Background: an optimization exercise with open tools, aiming at small area. Do not read the settings as production practice. Only simulation tests tie the RTL to the original design; equivalence was not proved.

==> flow/design.v <==
`timescale 1ps / 1ps
module sqrt
#(
    parameter integer D_W = 32
)
(
    input  wire                clk,
    input  wire                rst,
    input  wire                enable,
    input  wire                in_valid,
    input  wire [D_W-1:0]      qin,
    output wire                out_valid,
    output wire [(D_W>>1)-1:0] qout
);
reg [4:0] v;
always @(posedge clk) begin
    if (rst) v <= 5'd0;
    else if (enable) v <= {v[3:0], in_valid};
end
assign out_valid = v[4];
wire [1:0] a0 = qin[31:30];
wire [1:0] t0 = a0 - 2'd1;
wire ge0 = a0 != 2'd0;
wire [0:0] q1 = ge0;
wire [1:0] r1 = ge0 ? t0[1:0] : a0[1:0];
wire [3:0] a1 = {r1, qin[29:28]};
wire [4:0] t1 = {1'b0, a1} - {2'b00, q1, 2'b01};
wire ge1 = ~t1[4];
wire [1:0] q2 = {q1, ge1};
wire [2:0] r2 = ge1 ? t1[2:0] : a1[2:0];
wire [4:0] a2 = {r2, qin[27:26]};
wire [5:0] t2 = {1'b0, a2} - {2'b00, q2, 2'b01};
wire ge2 = ~t2[5];
wire [2:0] q3 = {q2, ge2};
wire [3:0] r3 = ge2 ? t2[3:0] : a2[3:0];
wire [5:0] a3 = {r3, qin[25:24]};
wire [6:0] t3 = {1'b0, a3} - {2'b00, q3, 2'b01};
wire ge3 = ~t3[6];
wire [3:0] q4 = {q3, ge3};
wire [4:0] r4 = ge3 ? t3[4:0] : a3[4:0];
reg [3:0] q_s0;
reg [4:0] r_s0;
reg [23:0] x_s0;
always @(posedge clk) begin
    if (enable) begin
        q_s0 <= q4;
        r_s0 <= r4;
        x_s0 <= qin[23:0];
    end
end
wire [8:0] a4 = {r_s0, x_s0[23:20]};
wire [9:0] u4_1 = {1'b0, a4} - {2'b00, q_s0, 3'b001};
wire [9:0] u4_2 = {1'b0, a4} - {1'b0, q_s0, 4'b0100};
wire [9:0] u4_3 = {1'b0, a4} - {1'b0, q_s0, 4'b1001} - {2'b00, q_s0, 3'b000};
wire c4_1 = ~u4_1[9];
wire c4_2 = ~u4_2[9];
wire c4_3 = ~u4_3[9];
wire [1:0] d4 = {c4_2, c4_3 | (c4_1 & ~c4_2)};
wire [5:0] q6 = {q_s0, d4};
wire [6:0] r6 = c4_3 ? u4_3[6:0] : c4_2 ? u4_2[6:0] : c4_1 ? u4_1[6:0] : a4[6:0];
wire [8:0] a6 = {r6, x_s0[19:18]};
wire [9:0] t6 = {1'b0, a6} - {2'b00, q6, 2'b01};
wire ge6 = ~t6[9];
wire [6:0] q7 = {q6, ge6};
wire [7:0] r7 = ge6 ? t6[7:0] : a6[7:0];
reg [6:0] q_s1;
reg [7:0] r_s1;
reg [17:0] x_s1;
always @(posedge clk) begin
    if (enable) begin
        q_s1 <= q7;
        r_s1 <= r7;
        x_s1 <= x_s0[17:0];
    end
end
wire [11:0] a7 = {r_s1, x_s1[17:14]};
wire [12:0] u7_1 = {1'b0, a7} - {2'b00, q_s1, 3'b001};
wire [12:0] u7_2 = {1'b0, a7} - {1'b0, q_s1, 4'b0100};
wire [12:0] u7_3 = {1'b0, a7} - {1'b0, q_s1, 4'b1001} - {2'b00, q_s1, 3'b000};
wire c7_1 = ~u7_1[12];
wire c7_2 = ~u7_2[12];
wire c7_3 = ~u7_3[12];
wire [1:0] d7 = {c7_2, c7_3 | (c7_1 & ~c7_2)};
wire [8:0] q9 = {q_s1, d7};
wire [9:0] r9 = c7_3 ? u7_3[9:0] : c7_2 ? u7_2[9:0] : c7_1 ? u7_1[9:0] : a7[9:0];
wire [11:0] a9 = {r9, x_s1[13:12]};
wire [12:0] t9 = {1'b0, a9} - {2'b00, q9, 2'b01};
wire ge9 = ~t9[12];
wire [9:0] q10 = {q9, ge9};
wire [10:0] r10 = ge9 ? t9[10:0] : a9[10:0];
reg [9:0] q_s2;
reg [10:0] r_s2;
reg [11:0] x_s2;
always @(posedge clk) begin
    if (enable) begin
        q_s2 <= q10;
        r_s2 <= r10;
        x_s2 <= x_s1[11:0];
    end
end
wire [12:0] a10 = {r_s2, x_s2[11:10]};
wire [13:0] t10 = {1'b0, a10} - {2'b00, q_s2, 2'b01};
wire ge10 = ~t10[13];
wire [10:0] q11 = {q_s2, ge10};
wire [11:0] r11 = ge10 ? t10[11:0] : a10[11:0];
wire [13:0] a11 = {r11, x_s2[9:8]};
wire [14:0] t11 = {1'b0, a11} - {2'b00, q11, 2'b01};
wire ge11 = ~t11[14];
wire [11:0] q12 = {q11, ge11};
wire [12:0] r12 = ge11 ? t11[12:0] : a11[12:0];
reg [11:0] q_s3;
reg [12:0] r_s3;
reg [7:0] x_s3;
always @(posedge clk) begin
    if (enable) begin
        q_s3 <= q12;
        r_s3 <= r12;
        x_s3 <= x_s2[7:0];
    end
end
wire [14:0] a12 = {r_s3, x_s3[7:6]};
wire [15:0] t12 = {1'b0, a12} - {2'b00, q_s3, 2'b01};
wire ge12 = ~t12[15];
wire [12:0] q13 = {q_s3, ge12};
wire [13:0] r13 = ge12 ? t12[13:0] : a12[13:0];
wire [15:0] a13 = {r13, x_s3[5:4]};
wire [16:0] t13 = {1'b0, a13} - {2'b00, q13, 2'b01};
wire ge13 = ~t13[16];
wire [13:0] q14 = {q13, ge13};
wire [14:0] r14 = ge13 ? t13[14:0] : a13[14:0];
reg [13:0] q_s4;
reg [14:0] r_s4;
reg [3:0] x_s4;
always @(posedge clk) begin
    if (enable) begin
        q_s4 <= q14;
        r_s4 <= r14;
        x_s4 <= x_s3[3:0];
    end
end
wire [18:0] a14 = {r_s4, x_s4[3:0]};
wire [19:0] u14_1 = {1'b0, a14} - {2'b00, q_s4, 3'b001};
wire [19:0] u14_2 = {1'b0, a14} - {1'b0, q_s4, 4'b0100};
wire [19:0] u14_3 = {1'b0, a14} - {1'b0, q_s4, 4'b1001} - {2'b00, q_s4, 3'b000};
wire c14_1 = ~u14_1[19];
wire c14_2 = ~u14_2[19];
wire c14_3 = ~u14_3[19];
wire [1:0] d14 = {c14_2, c14_3 | (c14_1 & ~c14_2)};
wire [15:0] q16 = {q_s4, d14};
assign qout = q16;
endmodule
Settings: LEC_CHECK=0, CAP_MARGIN=20, CORE_MARGIN=2, CORE_UTILIZATION=40, CTS_BUF_LIST=sky130_fd_sc_hd__clkbuf_8, SLEW_MARGIN=20; clock period 5.0 ns.
run.sh (not shown) runs the stock make flow with config.mk's settings and CLKGATE_MAP_FILE= SYNTH_SCRIPT=/design/flow/synth_recipe.tcl, a recipe that flattens the netlist after the stock synthesis.
The starting point ran to the end with no violations.
Change:
==> flow/flow/run.sh (new file) <==
#!/bin/bash
# Own layout flow: the standard ORFS flow (standard synthesis unchanged),
# with the port buffers made of the smallest buffer cell (buf_1) instead of
# the cell buffer_ports picks by default.  Every tool's output goes to
# run.log here; ORFS's per-step logs stay under orfs/logs/.
set -euo pipefail
cd "$(dirname "$0")/.."
bash standard.sh BUFFER_PORTS_ARGS="-buffer_cell sky130_fd_sc_hd__buf_1" finish > run.log 2>&1
==> flow/standard.sh (new file) <==
#!/bin/bash
# synth_recipe.tcl (not shown) runs the flow's synth.tcl, then flattens the netlist and writes it again
# the make line also repeats each setting of config.mk as NAME=value (left out here)
make -C /OpenROAD-flow-scripts/flow DESIGN_CONFIG=/design/flow/config.mk WORK_HOME=/design/flow/orfs CLKGATE_MAP_FILE= SYNTH_SCRIPT=/design/flow/synth_recipe.tcl "${@:-finish}"
Settings changed: CTS_CLUSTER_SIZE from default to 30.
removed: flow/run.sh
The changed run finished with timing, DRC and antenna clean. Critical path depth is higher by 3. Final area goes down by 1.9%.
Change:
==> flow/run.sh (new file) <==
#!/bin/bash
# synth_recipe.tcl (not shown) runs the flow's synth.tcl, then flattens the netlist and writes it again
# the make line also repeats each setting of config.mk as NAME=value (left out here)
make -C /OpenROAD-flow-scripts/flow DESIGN_CONFIG=/design/flow/config.mk WORK_HOME=/design/flow/orfs CLKGATE_MAP_FILE= SYNTH_SCRIPT=/design/flow/synth_recipe.tcl finish
Settings changed: CTS_BUF_LIST sky130_fd_sc_hd__clkbuf_8 to default, CTS_CLUSTER_SIZE 30 to default.
removed: flow/flow/run.sh
removed: flow/standard.sh
Outcome:
- hold slack is better by 0.0035 ns
- die area is unchanged
- cell area is higher by 3.3%
- first-iteration DRC count is lower by 15%
- global-route usage is lower by 0.17 points
- non-clock buffer count is lower by 6
- clock skew stays flat
Change:
==> flow/flow/run.sh (new file) <==
#!/bin/bash
# Own layout flow: the standard ORFS flow with two changes.
#  1. Synthesis is synth_recipe.tcl (the standard synthesis) except that its
#     ABC pass uses flow/area.abc, an area-oriented mapping script (dch +
#     map -a, then ABC's usual timing-driven buffering and sizing), instead of
#     ORFS's abc_speed.script.  Registers are not touched by ABC.
#  2. The port buffers are the smallest buffer cell (buf_1).
# Every tool's output goes to run.log here; ORFS's per-step logs stay under
# orfs/logs/.
set -euo pipefail
cd "$(dirname "$0")/.."
work=$(pwd)
cat > my_synth.tcl <<EOT
proc abc {args} {
  set i [lsearch -exact \$args -script]
  if {\$i >= 0} { lset args [expr {\$i + 1}] $work/flow/area.abc }
  yosys abc {*}\$args
}
source $work/synth_recipe.tcl
EOT
bash standard.sh SYNTH_SCRIPT=$work/my_synth.tcl \
  BUFFER_PORTS_ARGS="-buffer_cell sky130_fd_sc_hd__buf_1" finish > run.log 2>&1
==> flow/flow/area.abc (new file) <==
strash
dch
map -a
topo
stime -c
buffer -c
upsize -c
dnsize -c
==> flow/standard.sh (new file) <==
#!/bin/bash
# synth_recipe.tcl (not shown) runs the flow's synth.tcl, then flattens the netlist and writes it again
# the make line also repeats each setting of config.mk as NAME=value (left out here)
make -C /OpenROAD-flow-scripts/flow DESIGN_CONFIG=/design/flow/config.mk WORK_HOME=/design/flow/orfs CLKGATE_MAP_FILE= SYNTH_SCRIPT=/design/flow/synth_recipe.tcl "${@:-finish}"
Settings changed: CTS_BUF_LIST from default to sky130_fd_sc_hd__clkbuf_8.
removed: flow/run.sh
Sequential share of layout area came out higher by 1.7 points.
Global-route usage hardly moves.
Synthesized cell count came out higher by 11%.
Clock-buffer cell count came out lower by 2.
Non-clock buffer count came out lower by 6.
Fmax came out higher by 4.5%.
Cell area came out lower by 4.7%.
Setup slack improves by 0.21 ns.
Utilization came out lower by 1.1 points.

==> re-timing with driven ports <==
The flow's constraints put no driver on any port. The routed layouts listed below were extracted and timed again, unchanged, in two steps.
Step 1: set_driving_cell puts a clkbuf_16 on clk and a buf_2 on each other input, an assumption about the parent block.
Step 2 also shifts input and output timing later by t, the mid clock arrival at the registers, as if the neighbouring blocks saw the same clock.
Slacks: ideal ports / drivers / drivers and shift; pairs: ideal ports / drivers.
run	t (ns)	setup slack, ns	worst setup path at the end	worst register clock-pin slew, ns
the first run	0.521	0.229 / 0.229 / 0.123	input to register	0.11 / 0.11
the second run	0.512	0.170 / 0.170 / 0.170	register to register	0.10 / 0.10
the third run	0.475	0.194 / 0.194 / 0.092	input to register	0.08 / 0.08
the fourth run	0.506	0.400 / 0.400 / 0.400	register to register	0.11 / 0.11
After both steps setup and hold are still met in every run listed. The setup slack of the first run, which loses most, moves by 0.000 ns with the drivers and by -0.106 ns with both steps.
